This is an optimization exercise on Yosys and OpenROAD, whose aim is small area, not a production implementation.
Function was checked by simulation only, so behaviour that the tests miss may differ from the original.
In every run shown here, the design's own scripts or RTL, not TritonCTS, make the clock network.
The flow treats the clock pin as an ideal source. Dropping or thinning the clock tree relies on that and would not hold on a real chip.
No activity file was given, so power comes from the tool's default toggle rates.

**design.v**
```verilog
module uart_rx (
    input        i_serial,
    input        i_Clk,
    input        i_reset,
    output [7:0] o_rx_data,
    output       o_rx_end       
);
    localparam [3:0] IDLE = 4'd1, START = 4'd7, BAD = 4'd6, STOP = 4'd0;
    reg r_in;
    reg [3:0] state;
    reg [7:0] cnt;
    reg [7:0] sr;
    wire is_fe = r_in & ~i_serial;
    wire r_serial = r_in;
    wire mid, last;
    bit_timer t0 (.cnt(cnt), .mid(mid), .last(last));
    wire idle = (state == IDLE);
    always @(posedge i_Clk or posedge i_reset)
        if (i_reset)
            r_in <= 1'b0;
        else
            r_in <= i_serial;
    always @(posedge i_Clk or posedge i_reset)
        if (i_reset)
            cnt <= 8'd0;
        else
            cnt <= {cnt[6:0], ~idle & ~(cnt[7] ^ cnt[2])};
    always @(posedge i_Clk)
        if (state[3] & mid)
            sr <= {r_serial, sr[7:1]};
    always @(posedge i_Clk or posedge i_reset) begin
        if (i_reset)
            state <= IDLE;
        else if (idle) begin
            if (is_fe) state <= START;
        end
        else if (state == START && mid && r_serial)
            state <= BAD;
        else if (last)
            state <= (state == BAD) ? IDLE : state + 4'd1;
    end
    assign o_rx_data = sr;
    assign o_rx_end = (state == STOP) & last;
endmodule
module bit_timer (
    input  [7:0] cnt,
    output       mid,
    output       last
);
    assign mid  = ~cnt[7] & ~cnt[5] & cnt[4] & cnt[3] & cnt[2] & cnt[1] & ~cnt[0];
    assign last = cnt[7] & ~cnt[6] & ~cnt[5] & ~cnt[4] & ~cnt[3] & ~cnt[2] & ~cnt[0];
endmodule
module uart_tx (
    input  [7:0] i_data,
    input        i_Clk,
    input        i_reset,
    input        i_start,
    output       o_load,
    output       o_tx_serial
);
    reg [3:0] state;
    reg [7:0] cnt;
    wire mid, last;
    bit_timer t0 (.cnt(cnt), .mid(mid), .last(last));
    wire run = state[3] | (state == 4'd7);
    always @(posedge i_Clk)
        cnt <= {cnt[6:0], run & ~(cnt[7] ^ cnt[2])};
    always @(posedge i_Clk or posedge i_reset) begin
        if (i_reset)
            state <= 4'd0;
        else if (run ? last : (state != 4'd1) | i_start)
            state <= state + 4'd1;
    end
    assign o_load = (state == 4'd4);
    assign o_tx_serial = state[3] ? i_data[state[2:0]] : (state != 4'd7);
endmodule
module LED_Display_two_hex (
    input [7:0] i_data,
    output a1,
    output b1,
    output c1,
    output d1,
    output e1,
    output f1,
    output g1,
    output a2,
    output b2,
    output c2,
    output d2,
    output e2,
    output f2,
    output g2
);
    wire [3:0] r_data_upper;
    wire [3:0] r_data_lower;
    assign r_data_upper = i_data[7:4];
    assign r_data_lower = i_data[3:0];
    wire [6:0] led_digit_data_upper;
    wire [6:0] led_digit_data_lower;
    num_2_led num_2_led_0(r_data_upper, led_digit_data_upper);
    num_2_led num_2_led_1(r_data_lower, led_digit_data_lower);
    assign a1 = led_digit_data_upper[0];
    assign b1 = led_digit_data_upper[1];
    assign c1 = led_digit_data_upper[2];
    assign d1 = led_digit_data_upper[3];
    assign e1 = led_digit_data_upper[4];
    assign f1 = led_digit_data_upper[5];
    assign g1 = led_digit_data_upper[6];
    assign a2 = led_digit_data_lower[0];
    assign b2 = led_digit_data_lower[1];
    assign c2 = led_digit_data_lower[2];
    assign d2 = led_digit_data_lower[3];
    assign e2 = led_digit_data_lower[4];
    assign f2 = led_digit_data_lower[5];
    assign g2 = led_digit_data_lower[6];
endmodule
module num_2_led (
    input [3:0] i_num,
    output reg [6:0] led_digit
);
always @(*) begin
    case (i_num)
        4'h0: led_digit = 7'b1000000;
        4'h1: led_digit = 7'b1111001;
        4'h2: led_digit = 7'b0100100;
        4'h3: led_digit = 7'b0110000;
        4'h4: led_digit = 7'b0011001;
        4'h5: led_digit = 7'b0010010;
        4'h6: led_digit = 7'b0000010;
        4'h7: led_digit = 7'b1111000;
        4'h8: led_digit = 7'b0000000;
        4'h9: led_digit = 7'b0010000;
        4'hA: led_digit = 7'b0001000;
        4'hB: led_digit = 7'b0000011;
        4'hC: led_digit = 7'b1000110;
        4'hD: led_digit = 7'b0100001;
        4'hE: led_digit = 7'b0000110;
        4'hF: led_digit = 7'b0001110;
        default: led_digit = 7'b1111111;
    endcase
end
endmodule
module UART_Loopback_Top (
    input i_UART_RX,
    input i_Clk,
    input i_Switch_1,  
    output o_UART_TX,
    output o_Segment1_A,
    output o_Segment1_B,
    output o_Segment1_C,
    output o_Segment1_D,
    output o_Segment1_E,
    output o_Segment1_F,
    output o_Segment1_G,
    output o_Segment2_A,
    output o_Segment2_B,
    output o_Segment2_C,
    output o_Segment2_D,
    output o_Segment2_E,
    output o_Segment2_F,
    output o_Segment2_G
);
    wire [7:0] rx_byte;
    wire rx_end;
    wire load;
    reg [7:0] data;
    uart_rx uart_rx_0 (
        .i_serial(i_UART_RX),
        .i_Clk(i_Clk),
        .i_reset(i_Switch_1),
        .o_rx_data(rx_byte),
        .o_rx_end(rx_end)
    );
    uart_tx uart_tx_0 (
        .i_data(data),
        .i_Clk(i_Clk),
        .i_reset(i_Switch_1),
        .i_start(rx_end),
        .o_load(load),
        .o_tx_serial(o_UART_TX)
    );
    LED_Display_two_hex LED_Display_two_hex_0(
        .i_data(data),
        .a1(o_Segment1_A),
        .b1(o_Segment1_B),
        .c1(o_Segment1_C),
        .d1(o_Segment1_D),
        .e1(o_Segment1_E),
        .f1(o_Segment1_F),
        .g1(o_Segment1_G),
        .a2(o_Segment2_A),
        .b2(o_Segment2_B),
        .c2(o_Segment2_C),
        .d2(o_Segment2_D),
        .e2(o_Segment2_E),
        .f2(o_Segment2_F),
        .g2(o_Segment2_G)
    );
    always @(posedge i_Clk or posedge i_Switch_1) begin
        if (i_Switch_1)
            data <= 8'd0;
        else if (load)
            data <= rx_byte;
    end
endmodule
```
**flow/run.sh**
```bash
#!/bin/bash
# The standard layout (standard.sh), with these changes:
#  - synthesis maps the logic with an area-oriented ABC script (area.abc);
#    everything else in the synthesis script is the standard flow's own;
#  - no adder cells (ADDER_MAP_FILE empty), so Yosys's adder extraction
#    leaves that logic to ABC;
#  - the port buffers are sky130_fd_sc_hd__buf_1;
#  - the clock tree is one level of buffers, each driving a group of
#    registers (cts.tcl).
# Each tool's output goes to flow.log in this folder (and ORFS's own logs
# under orfs/logs).
set -euo pipefail
here=$(pwd)
sed "s#^source \$::env(SCRIPTS_DIR)/synth_preamble.tcl#&\nset abc_args [lreplace \$abc_args 1 1 $here/flow/area.abc]#" \
    "$FLOW_HOME/scripts/synth.tcl" > my_synth_core.tcl
sed "s#source \$::env(SCRIPTS_DIR)/synth.tcl#source $here/my_synth_core.tcl#" synth_recipe.tcl > my_synth.tcl
sed -e "s#SYNTH_SCRIPT=[^ ]*#SYNTH_SCRIPT=$here/my_synth.tcl ADDER_MAP_FILE=#" standard.sh > my_standard.sh
export BUFFER_PORTS_ARGS="-buffer_cell sky130_fd_sc_hd__buf_1"
export PRE_CTS_TCL=$here/flow/cts.tcl
export CTS_CLOCK_PORT=i_Clk
export CTS_LEAF_CELL=sky130_fd_sc_hd__clkbuf_4
export CTS_LEAVES=4
bash my_standard.sh > flow.log 2>&1
```
**flow/area.abc**
```
strash
&get -n
&deepsyn -T 60
&put
dch -f
amap
topo
```
**flow/cts.tcl**
```tcl
rename clock_tree_synthesis orfs_clock_tree_synthesis

proc cts_split { items } {
  set xs [lmap s $items { lindex $s 0 }]
  set ys [lmap s $items { lindex $s 1 }]
  set dx [expr {[tcl::mathfunc::max {*}$xs] - [tcl::mathfunc::min {*}$xs]}]
  set dy [expr {[tcl::mathfunc::max {*}$ys] - [tcl::mathfunc::min {*}$ys]}]
  set sorted [lsort -integer -index [expr {$dx >= $dy ? 0 : 1}] $items]
  set half [expr {[llength $sorted] / 2}]
  return [list [lrange $sorted 0 [expr {$half - 1}]] [lrange $sorted $half end]]
}

proc clock_tree_synthesis { args } {
  set db [ord::get_db]
  set block [ord::get_db_block]
  set clk_net [$block findNet $::env(CTS_CLOCK_PORT)]
  set master [$db findMaster $::env(CTS_LEAF_CELL)]
  set sinks {}
  foreach it [$clk_net getITerms] {
    lassign [[$it getInst] getLocation] x y
    lappend sinks [list $x $y $it]
  }
  set groups [list $sinks]
  while { [llength $groups] < $::env(CTS_LEAVES) } {
    set sorted [lsort -decreasing -command { apply {{a b} { expr {[llength $a] - [llength $b]}} } } $groups]
    set groups [concat [lrange $sorted 1 end] [cts_split [lindex $sorted 0]]]
  }
  set i 0
  foreach g $groups {
    set buf [odb::dbInst_create $block $master clkbuf_leaf_$i]
    set net [odb::dbNet_create $block clknet_leaf_$i]
    $net setSigType CLOCK
    set sx 0
    set sy 0
    foreach s $g {
      lassign $s x y it
      set sx [expr {$sx + $x}]
      set sy [expr {$sy + $y}]
      $it disconnect
      $it connect $net
    }
    [$buf findITerm A] connect $clk_net
    [$buf findITerm X] connect $net
    $buf setLocation [expr {$sx / [llength $g]}] [expr {$sy / [llength $g]}]
    $buf setPlacementStatus PLACED
    puts "clock tree: $::env(CTS_LEAF_CELL) clkbuf_leaf_$i drives [llength $g] clock pins"
    incr i
  }
  set_propagated_clock [all_clocks]
}
```
**standard.sh**
```bash
#!/bin/bash
# synth_recipe.tcl (not shown) runs the flow's synth.tcl, then flattens the netlist and writes it again
# the make line also repeats each setting of config.mk as NAME=value (left out here)
make -C /OpenROAD-flow-scripts/flow DESIGN_CONFIG=/design/flow/config.mk WORK_HOME=/design/flow/orfs CLKGATE_MAP_FILE= SYNTH_SCRIPT=/design/flow/synth_recipe.tcl "${@:-finish}"
```
**config.mk**
```make
export PLATFORM = sky130hd
export DESIGN_NAME = UART_Loopback_Top
export DESIGN_NICKNAME = UART_Loopback_Top
export VERILOG_FILES = /design/flow/design.v
export SDC_FILE = /design/flow/constraint.sdc
export NUM_CORES = 4
export LEC_CHECK = 0
export CAP_MARGIN = 20
export CORE_AREA = 2 2 64 64
export DIE_AREA = 0 0 66 66
export PLACE_DENSITY = 0.9
export SLEW_MARGIN = 20
```
**constraint.sdc**
```tcl
create_clock -name core_clock -period 10.0 [get_ports {i_Clk}]
set_input_delay 2.0000 -clock core_clock [delete_from_list [all_inputs] [get_ports {i_Clk}]]
set_output_delay 2.0000 -clock core_clock [all_outputs]
set_load 0.01 [all_outputs]
```
==> metrics.cfg, run 1 <==
[critical_path]
slowest_delay_ns = 0.40
worstPathRequired_ns = 8.00
cp_slowest_cell = dfrtp_1
setup.worst_path.start_class = register
cp.arrival_ns = 1.77
crit_buf_inv = 2
critPathKind = reg2out
cp_common_cell = o21ai_0
critPathMaxFanout = 4
crit_path_end_kind = output pin
cp_top_family = compound AO/OA/AOI/OAI gates
crit_chain = clkinv_1 > nor2_1 > nor2_1 > o21ai_0 > o21ai_0 > o21ai_0 > a21o_1 > buf_1

[sta]
rsz0062_at_grt = false
fmax_ghz = 0.2652
drv_slew = 0
final.setup.tns_ns = 0
fin_skew_ns = 0.01246
post-route-period-util_pct = 37.71
worst_pin_slew_ns = 0.8624
hold_violations = 0
post-route-min-period_ns = 3.771
slew_headroom_pct = 42.15
setup_viol_count_final = 0

[grt]
grt_pass1_vias = 1260
grt_max_degree = 26
top_usage_layer = met2
use_met3_pct = 1.874
grt_use_met2_pct = 26.26
grt_pass1_wl_mm = 5.237
antenna_found_initial = 0
met1_usage_pct = 18.99
grt.total_usage_pct = 14.79
overflow = 0

[pwr]
ir_drop_mv = 0.08763
pwr-share-clk_pct = 25.6
p_seq_share_pct = 73.4
switching_power_uw = 41.97
power.leakage_nw = 0.7244
p_int_uw = 188.9
p_total_uw = 230.9
p_comb_share_pct = 1.0
power_density_mw_per_mm2 = 125.1
p_sw_share_pct = 18.18

[layout]
layout_commonest_cell = nor2_1
area.growth.synth_to_final_pct = 9.098
final_cell_mix = 45 x nor2_1, 26 x clkinv_1, 24 x dfrtp_1
drive_gt1_share_pct = 2.463
finalInstanceArea_mm2 = 0.001846
fin_util_pct = 50.03
num_antenna_cells = 0
nets = 208

[clock_tree]
ctsResizeCount = 0
clk_latency_ns = 0.17
hold_buffers = 0
path_clk_slew_ns = 0.11
cts_setup_buffers = 0

[routing]
num_vias = 1330
wl_per_cell_um = 12.33
drt_pass1_iterations = 4
drc = 0
drtAntennaViolNets = 0
dr.first_iter.drc_count = 69
routed_via_density = 5.299
wirelength_mm = 3.096

[synthesis]
synth_area_mm2 = 0.001692
synth_compound_area_share_pct = 15.46
ys.flop_type = dfrtp_1
synthCells = 182
yosys_warnings = 4
syn_area_per_cell_um2 = 9.295
synthMuxAreaShare_pct = 0
synth_top_family_by_area = simple AND/OR/NAND/NOR gates
synth-simple-area-share_pct = 18.05
ys_types = 28
async_reset_ff_share_pct = 60.98
seq_area_frac_synth_pct = 60.72
ys_ff_latch = 41
synth.net_count = 185
synth-adder-area-share_pct = 0
synth_edf_count = 8
synth-xor-area-share_pct = 0

[min_path]
hold_class = reg2reg

[placed_design]
dpl.hpwl_mm = 2.326
place.gp.congestion = 0.8930
portBuffers = 17
place_area_mm2 = 0.001815

[flow_run]
max_cap_violations = 0

[die]
die_h_um = 66
die_w_um = 66
core_area_mm2 = 0.003689
rows = 22
io_pins = 18
dieArea_mm2 = 0.004356
initial_core_util_pct = 45.86

[status]
status = complete, no violations

-- registers in the layout (all words and copies together), names as in the netlist --
register and flops:
data 8, uart_rx_0.cnt 8, uart_rx_0.r_in 1, uart_rx_0.sr 8, uart_rx_0.state 4, uart_tx_0.cnt 8
uart_tx_0.state 4
-- synth_stat cells, types with 3 or more instances --
library cell   n  area, um2
a21oi_1       12      60.06
a31oi_1        3      18.77
clkinv_1      26      97.59
dfrtp_1       24      600.6
dfxtp_1        8      160.2
edfxtp_1       8      240.2
nand2_1       11      41.29
nand3_1        3      15.01
nor2_1        45      168.9
nor3_1         7      35.03
o21ai_0        9      45.04
o22ai_1        4      25.02
or3_1          3      18.77
-- per-layer routing --
metal | up-vias | wire length [um]
li1 | 665 | -
met1 | 620 | 1410
met2 | 35 | 1470
met3 | 10 | 136
met4 | 0 | 79
met5 | - | 0
-- power groups by stage --
| stage | clock [mW] | combinational, mW | sequential, mW |
|---|---|---|---|
| after floorplan | 0 | 0.00162 | 0.173 |
| after global placement | 0 | 0.00247 | 0.173 |
| after detailed placement | 0 | 0.00255 | 0.173 |
| after CTS | 0.0595 | 0.00254 | 0.170 |
| after global routing | 0.0672 | 0.00294 | 0.170 |
| final | 0.0590 | 0.00231 | 0.170 |
-- worst paths after layout --
kind / startpoint / endpoint / slack (ns) / depth (start not counted)
min in group asynchronous: i_Switch_1 / uart_tx_0.state[0] / 1.86 / 2
setup reg to reg: uart_rx_0.cnt[5] / uart_rx_0.sr[1] / 8.26 / 4
setup / recovery: data[7] / o_Segment1_F / 6.23 / 8
max in group asynchronous: i_Switch_1 / uart_rx_0.cnt[4] / 7.73 / 2
hold reg to reg: uart_tx_0.cnt[1] / uart_tx_0.cnt[2] / 0.34 / 0
hold / removal: uart_tx_0.cnt[1] / uart_tx_0.cnt[2] / 0.34 / 0
-- layout make-up --
type	instances	area (um2)
plain buffers	4	30.03
repair buffers	17	63.81
well taps	48	60.06
fillers	361	1843
inverters	26	97.59
flip-flops and latches	41	1027
multi-input cells	115	566.8
-- per-stage QoR --
stage               instances  worst slack (ns)  hold slack, ns
floorplan                 182             6.432          0.3096
global placement          247             6.502          0.3122
detailed placement        247             6.435          0.3210
CTS                       251             6.229          0.3409
global route              251             6.045          0.3443
finish                    251             6.229          0.3360
-- cells by family (layout without fill, tap and decap cells) --
| kind of cell | after synthesis | after routing |
|---|---|---|
| AO/OA/AOI/OAI | 42 | 42 |
| buffers and inverters | 26 | 47 |
| AND/OR/NAND/NOR | 73 | 73 |
| flip-flops | 41 | 41 |
==> inputs of run 2 (changes only) <==
==> flow/area.abc (replaced) <==
strash
&get -n
&deepsyn -T 180
&put
dch -f
amap
topo
==> metrics.cfg, run 2 <==
[pwr]
p_total_uw = 228.1  ; -1.2%
power_density_mw_per_mm2 = 124.4  ; -0.52%
p_int_uw = 188.9  ; about the same
pwr-share-clk_pct = 24.6  ; -1.0 points
ir_drop_mv = 0.1118  ; +28%
p_sw_share_pct = 17.19  ; -0.99 points
switching_power_uw = 39.21  ; -6.6%
p_seq_share_pct = 74.3  ; +0.9 points
p_comb_share_pct = 1.1  ; about the same
power.leakage_nw = 0.7359  ; +1.6%

[sta]
slew_headroom_pct = 40.87  ; -1.3 points
drv_slew = 0  ; unchanged
setup_viol_count_final = 0  ; unchanged
hold_violations = 0  ; unchanged
final.setup.tns_ns = 0  ; unchanged
rsz0062_at_grt = false
post-route-period-util_pct = 38.27  ; +0.56 points
fmax_ghz = 0.2613  ; -1.5%
worst_pin_slew_ns = 0.8815  ; +0.01911 ns
post-route-min-period_ns = 3.827  ; +0.05623 ns
fin_skew_ns = 0.01217  ; -0.0002946 ns
holdWs_ns = 0.3374  ; +0.001397 ns

[grt]
grt_pass1_wl_mm = 5.085  ; -2.9%
grt_max_degree = 26  ; unchanged
grt.total_usage_pct = 14.28  ; -0.52 points
grt_pass1_vias = 1203  ; -4.5%
antenna_found_initial = 0  ; unchanged
overflow = 0  ; unchanged

[flow_run]
max_cap_violations = 0  ; unchanged

[critical_path]
cp_common_cell = o21ai_0
cp.arrival_ns = 1.83  ; +0.06 ns
setup.worst_path.start_class = register
worstPathRequired_ns = 8.00  ; about the same
reg2reg_to = uart_rx_0.sr[1]
crit_chain = clkinv_1 > nor2_1 > nor2_1 > o21ai_0 > o21ai_0 > o21ai_0 > a21o_1 > buf_1
r2r_slack_ns = 8.24  ; -0.02 ns
slowest_delay_ns = 0.40  ; about the same
r2r_cells = 4  ; unchanged
crit_path_end_kind = output pin
r2r_start = uart_rx_0.cnt[5]
cp_slowest_cell = dfrtp_1
critPathKind = reg2out
critPathMaxFanout = 4  ; unchanged

[synthesis]
synth_area_mm2 = 0.001679  ; -0.74%
synth.net_count = 181  ; -2.2%
synth_area_leaders = dfrtp_1 36%, edfxtp_1 14%, dfxtp_1 9.5%, nor2_1 9.4%, clkinv_1 5.4%
yosysTopAreaCellShare_pct = 35.77  ; +0.26 points
async_reset_ff_share_pct = 60.98  ; unchanged
ys_top_cells_by_count = 42 x nor2_1, 24 x clkinv_1, 24 x dfrtp_1
synth_most_common_cell = nor2_1
synth_edf_count = 8  ; unchanged
syn_area_per_cell_um2 = 9.433  ; +1.5%
ys_ff_latch = 41  ; unchanged
synthCells = 178  ; -2.2%
seq_area_frac_synth_pct = 61.18  ; +0.45 points
yosys_warnings = 4  ; unchanged
ys.flop_type = dfrtp_1
yosysTopAreaCell = dfrtp_1
ys_types = 27  ; -3.6%

[placed_design]
place.gp.congestion = 0.8122  ; -9.0%
dp.cells = 243  ; -1.6%
portBuffers = 17  ; unchanged
dpl.hpwl_mm = 2.194  ; -5.7%

[min_path]
whs_path_depth = 0  ; unchanged
min_to = uart_tx_0.cnt[2]
hold_class = reg2reg
hp-start = uart_tx_0.cnt[1]

[layout]
drive_gt1_share_pct = 2.513  ; +0.050 points
layout_commonest_cell = nor2_1
nFillCells = 357  ; -1.1%
area.growth.synth_to_final_pct = 9.166  ; about the same
nets = 204  ; -1.9%
fin_cells = 247  ; -1.6%
num_antenna_cells = 0  ; unchanged
final_cell_mix = 42 x nor2_1, 24 x clkinv_1, 24 x dfrtp_1

[clock_tree]
path_clk_slew_ns = 0.10  ; about the same
hold_buffers = 0  ; unchanged
ctsResizeCount = 0  ; unchanged
cts_setup_buffers = 0  ; unchanged
clk_latency_ns = 0.16  ; about the same

[die]
io_pins = 18  ; unchanged
die_h_um = 66  ; unchanged
rows = 22  ; unchanged
initial_core_util_pct = 45.52  ; -0.34 points
dieArea_mm2 = 0.004356  ; unchanged
die_w_um = 66  ; unchanged
core_area_mm2 = 0.003689  ; unchanged

[routing]
wirelength_mm = 2.976  ; -3.9%
dr.first_iter.drc_count = 34  ; -51%
wl_per_cell_um = 12.05  ; -2.3%
routed_via_density = 5.356  ; +1.1%
drtAntennaViolNets = 0  ; unchanged
num_vias = 1323  ; -0.53%
drc = 0  ; unchanged
drt_pass1_iterations = 4  ; unchanged

[status]
status = complete, no violations

-- run 2: changes by cell type in the layout (fill, tap and decap cells not counted), sizes merged, moves of 2 or more --
cell    before  now
nor2        45   42
nand3        3    5
nand2       11    9
clkinv      26   24
a21oi       12   14
o21bai       2    0
-- run 2: kinds of logic after synthesis --
logic type / after synthesis / synth area share (%)
AO/OA/AOI/OAI: 42 / 15.50
AND/OR/NAND/NOR: 71 / 17.96
buffers and inverters: 24 / 5.365
flip-flops: 41 / 61.18
-- run 2: how the worst max path moves through the flow --
stage	startpoint	endpoint	slack, ns	cells past startpoint
finish	data[5]	o_Segment1_F	6.17	8
global route	data[5]	o_Segment1_F	5.99	8
CTS	data[5]	o_Segment1_F	6.18	8
detailed placement	data[5]	o_Segment1_F	6.40	8
global placement	data[7]	o_Segment1_F	6.44	8
floorplan	data[5]	o_Segment1_F	6.43	7
-- run 2: per-stage QoR --
stage                     area, um2  util (%)  setup WS (ns)
after detailed placement       1803     48.88          6.395
final                          1833     49.69          6.173
after floorplan                1679         -          6.430
after CTS                      1833     49.69          6.178
after global routing           1833     49.69          5.990
after global placement         1803     48.88          6.436
-- run 2: worst max-delay path, delay by kind of cell, from the launching register on --
kind,cells,cell delay (ns)
simple gates,2,0.30
buf+inv,2,0.29
compound gates,4,0.68
flops,1,0.40
-- run 2: power by group through the flow --
stage	Clock [mW]	Sequential, mW	Combinational, mW
after global routing	0.0649	0.170	0.00301
after CTS	0.0586	0.170	0.00263
final	0.0561	0.170	0.00244
after global placement	0	0.173	0.00255
after floorplan	0	0.173	0.00170
after detailed placement	0	0.173	0.00264
-- run 2: per-layer routing --
| layer | track usage, % | share of wire (%) |
|---|---|---|
| met4 | 2.806 | 1.9 |
| met2 | 24.75 | 45 |
| met5 | 0 | 0 |
| met3 | 1.022 | 4.3 |
| met1 | 19.91 | 49 |
-- run 2: layout make-up --
cell class	count	area [um2]	area share, %
flip-flops and latches	41	1027	56.04
multi-input cells	113	561.8	30.65
inverters	24	90.09	4.915
repair buffers	17	63.81	3.481
well taps	48	60.06	3.276
plain buffers	4	30.03	1.638
==> inputs of run 3 (changes only) <==
--- a/design.v
+++ b/design.v
@@ -12,19 +12,16 @@
     reg [7:0] sr;
     wire is_fe = r_in & ~i_serial;
     wire r_serial = r_in;
-    wire mid, last;
-    bit_timer t0 (.cnt(cnt), .mid(mid), .last(last));
+    wire mid  = ~cnt[7] & ~cnt[6] & ~cnt[5] & cnt[4] & ~cnt[3] & cnt[2] & ~cnt[0];
+    wire last = cnt[7] & cnt[6] & cnt[4] & cnt[3] & cnt[2] & cnt[1] & cnt[0];
     wire idle = (state == IDLE);
     always @(posedge i_Clk or posedge i_reset)
         if (i_reset)
             r_in <= 1'b0;
         else
             r_in <= i_serial;
-    always @(posedge i_Clk or posedge i_reset)
-        if (i_reset)
-            cnt <= 8'd0;
-        else
-            cnt <= {cnt[6:0], ~idle & ~(cnt[7] ^ cnt[2])};
+    always @(posedge i_Clk)
+        cnt <= idle ? 8'd0 : {~cnt[6:0], cnt[7] ^ cnt[2]};
     always @(posedge i_Clk)
         if (state[3] & mid)
             sr <= {r_serial, sr[7:1]};
@@ -42,14 +39,6 @@
     assign o_rx_data = sr;
     assign o_rx_end = (state == STOP) & last;
 endmodule
-module bit_timer (
-    input  [7:0] cnt,
-    output       mid,
-    output       last
-);
-    assign mid  = ~cnt[7] & ~cnt[5] & cnt[4] & cnt[3] & cnt[2] & cnt[1] & ~cnt[0];
-    assign last = cnt[7] & ~cnt[6] & ~cnt[5] & ~cnt[4] & ~cnt[3] & ~cnt[2] & ~cnt[0];
-endmodule
 module uart_tx (
     input  [7:0] i_data,
     input        i_Clk,
@@ -60,8 +49,8 @@
 );
     reg [3:0] state;
     reg [7:0] cnt;
-    wire mid, last;
-    bit_timer t0 (.cnt(cnt), .mid(mid), .last(last));
+    wire last;
+    bit_timer t0 (.cnt(cnt), .last(last));
     wire run = state[3] | (state == 4'd7);
     always @(posedge i_Clk)
         cnt <= {cnt[6:0], run & ~(cnt[7] ^ cnt[2])};
@@ -73,6 +62,12 @@
     end
     assign o_load = (state == 4'd4);
     assign o_tx_serial = state[3] ? i_data[state[2:0]] : (state != 4'd7);
+endmodule
+module bit_timer (
+    input  [7:0] cnt,
+    output       last
+);
+    assign last = cnt[7] & ~cnt[6] & ~cnt[5] & ~cnt[4] & ~cnt[3] & ~cnt[2] & ~cnt[0];
 endmodule
 module LED_Display_two_hex (
     input [7:0] i_data,
==> metrics.cfg, run 3 <==
[critical_path]
r2r_start = uart_tx_0.cnt[2]
reg2reg_to = uart_tx_0.state[1]
cp.arrival_ns = 2.19  ; +0.36 ns
critPathKind = reg2out
r2r_cells = 8  ; +4
critPathMaxFanout = 6  ; +2
r2r_slack_ns = 8.31  ; +0.07 ns
worstPathRequired_ns = 8.00  ; about the same
cp-startpoint = data[3]
setup.worst_path.start_class = register
crit_path_end_kind = output pin

[sta]
holdWs_ns = 0.3338  ; -0.003623 ns
final.setup.tns_ns = 0  ; unchanged
rsz0062_at_grt = false
fin_skew_ns = 0.006898  ; -0.005271 ns
slew_headroom_pct = 55.53  ; +15 points
post-route-min-period_ns = 4.194  ; +0.3668 ns
worst_pin_slew_ns = 0.6646  ; -0.2169 ns
worst_slack_ns = 5.806  ; -0.3668 ns
drv_slew = 0  ; unchanged
hold_violations = 0  ; unchanged
post-route-period-util_pct = 41.94  ; +3.7 points
setup_viol_count_final = 0  ; unchanged
fmax_ghz = 0.2384  ; -8.7%

[synthesis]
async_reset_ff_share_pct = 41.46  ; -20 points
synthCells = 187  ; +5.1%
syn_area_per_cell_um2 = 8.932  ; -5.3%
yosys_warnings = 4  ; unchanged
ys_ff_latch = 41  ; unchanged
seq_area_frac_synth_pct = 59.10  ; -2.1 points
synth_area_leaders = dfrtp_1 24%, dfxtp_1 19%, edfxtp_1 14%, nor2_1 11%, clkinv_1 4.7%
synth_most_common_cell = nor2_1
synth.net_count = 190  ; +5.0%
ys_top_cells_by_count = 51 x nor2_1, 21 x clkinv_1, 16 x dfrtp_1, 16 x dfxtp_1, 13 x a21oi_1
synth_edf_count = 8  ; unchanged
ys.flop_type = dfxtp_1
ys_types = 24  ; -11%
yosysTopAreaCellShare_pct = 23.97  ; -12 points
yosysTopAreaCell = dfrtp_1
synth_area_mm2 = 0.001670  ; -0.52%

[min_path]
hold_class = reg2reg
whs_path_depth = 0  ; unchanged
min_to = uart_tx_0.cnt[2]
hp-start = uart_tx_0.cnt[1]

[grt]
grt_pass1_vias = 1187  ; -1.3%
antenna_found_initial = 0  ; unchanged
grt_max_degree = 18  ; -31%
grt.total_usage_pct = 14.11  ; -0.17 points
overflow = 0  ; unchanged
grt_pass1_wl_mm = 4.995  ; -1.8%

[layout]
finalInstanceArea_mm2 = 0.001824  ; -0.48%
num_antenna_cells = 0  ; unchanged
layout_commonest_cell = nor2_1
fin_util_pct = 49.46  ; -0.24 points
area.growth.synth_to_final_pct = 9.214  ; about the same
nFillCells = 358  ; +0.28%
nets = 213  ; +4.4%
fin_cells = 256  ; +3.6%
final_cell_mix = 51 x nor2_1, 21 x clkinv_1, 17 x buf_1
drive_gt1_share_pct = 2.404  ; -0.11 points

[pwr]
ir_drop_mv = 0.08281  ; -26%
power.leakage_nw = 0.7311  ; -0.65%
power_density_mw_per_mm2 = 124.2  ; -0.16%
p_total_uw = 226.6  ; -0.64%

[die]
core_area_mm2 = 0.003689  ; unchanged
io_pins = 18  ; unchanged
die_w_um = 66  ; unchanged
die_h_um = 66  ; unchanged
initial_core_util_pct = 45.28  ; -0.24 points
rows = 22  ; unchanged
dieArea_mm2 = 0.004356  ; unchanged

[placed_design]
place_area_mm2 = 0.001794  ; -0.49%
portBuffers = 17  ; unchanged
place.gp.congestion = 0.8390  ; +3.3%
dp_worst_setup_slack_ns = 6.034  ; -0.3615 ns
dpl.hpwl_mm = 2.300  ; +4.8%
dp.cells = 252  ; +3.7%

[clock_tree]
clk_latency_ns = 0.16  ; about the same
cts_setup_buffers = 0  ; unchanged
path_clk_slew_ns = 0.10  ; about the same
ctsResizeCount = 0  ; unchanged
hold_buffers = 0  ; unchanged

[routing]
wirelength_mm = 2.970  ; -0.20%
wl_per_cell_um = 11.60  ; -3.7%
drt_pass1_iterations = 4  ; unchanged
drtAntennaViolNets = 0  ; unchanged
drc = 0  ; unchanged
num_vias = 1347  ; +1.8%
routed_via_density = 5.262  ; -1.8%
dr.first_iter.drc_count = 60  ; +76%

[flow_run]
max_cap_violations = 0  ; unchanged

[status]
status = complete, no violations

run 3: cell count changes after synthesis, sizes merged, moves of 2 or more:
cell	delta
nor2	+9
dfrtp	-8
dfxtp	+8
nor3	+4
clkinv	-3
o22a	+3
nand3	+2
o31ai	-2
or3	-2
run 3: cell families after synthesis:
logic type,Yosys count,share of synthesized area (%)
simple gates,85,21.35
flops,41,59.10
buf+inv,21,4.719
compound gates,40,14.83
run 3: worst max-delay path: stages, from the launching register on:
cell and delay [ns]:
dfrtp_1 0.45, clkinv_1 0.17, nand2_1 0.13, nor2_1 0.07, a21oi_1 0.24, nor2_1 0.10
a21o_1 0.20, nor2_1 0.13, nor2_1 0.07, nor3_1 0.23, o32ai_1 0.11, buf_1 0.14
run 3: metal layers:
layer	up-vias	GRT usage, %	part of all wire (%)
li1	689	-	-
met1	627	18.33	46
met2	24	25.88	48
met3	7	0.8518	4.0
met4	0	3.061	2.0
met5	-	0	0
run 3: how the worst max path moves through the flow:
stage                     cells after the start  slack (ns)      endpoint
final                                        11        5.81  o_Segment2_G
after global routing                         11        5.67  o_Segment2_G
after CTS                                    11        5.82  o_Segment2_G
after detailed placement                     11        6.03  o_Segment2_G
after global placement                       11        6.10  o_Segment2_G
after floorplan                              10        6.20  o_Segment1_G
run 3: final cells by class:
cell class              instances  area, um2  area share [%]
flip-flops and latches         41      987.2           54.12
multi-input cells             125      604.3           33.13
well taps                      48      60.06           3.292
plain buffers                   4      30.03           1.646
repair buffers                 17      63.81           3.498
inverters                      21      78.83           4.321
run 3: power breakdown:
group	internal [mW]	switching [mW]
logic	0.000249	0.00154
registers	0.169	0.000102
clock network	0.0192	0.0366
total	0.188	0.0383

## separate check: timing with driven ports
No port has a modelled driver above. Below, the same layouts with a new extraction and two added sets of constraints. Step 1 sets driving cells, clkbuf_16 on the clock port and buf_2 on the other inputs (assumed; they add their load-dependent delay and slew). Step 2 also shifts input and output timing later by t, the mid clock arrival at the registers, as if the neighbouring blocks saw the same clock. a / b / c = ideal / step 1 / step 2; a / b = the first two.
run	shift t [ns]	setup WS [ns]	worst hold slack (ns)	worst data-port slew with drivers (ns)	pins driven straight from the clock port
run 1	0.204	6.229 / 6.187 / 6.391	0.336 / 0.336 / 0.336	0.03	4
run 2	0.198	6.173 / 6.131 / 6.329	0.337 / 0.337 / 0.337	0.03	4
run 3	0.198	5.806 / 5.765 / 5.962	0.334 / 0.334 / 0.334	0.03	4
After both steps every run listed still meets setup and hold.
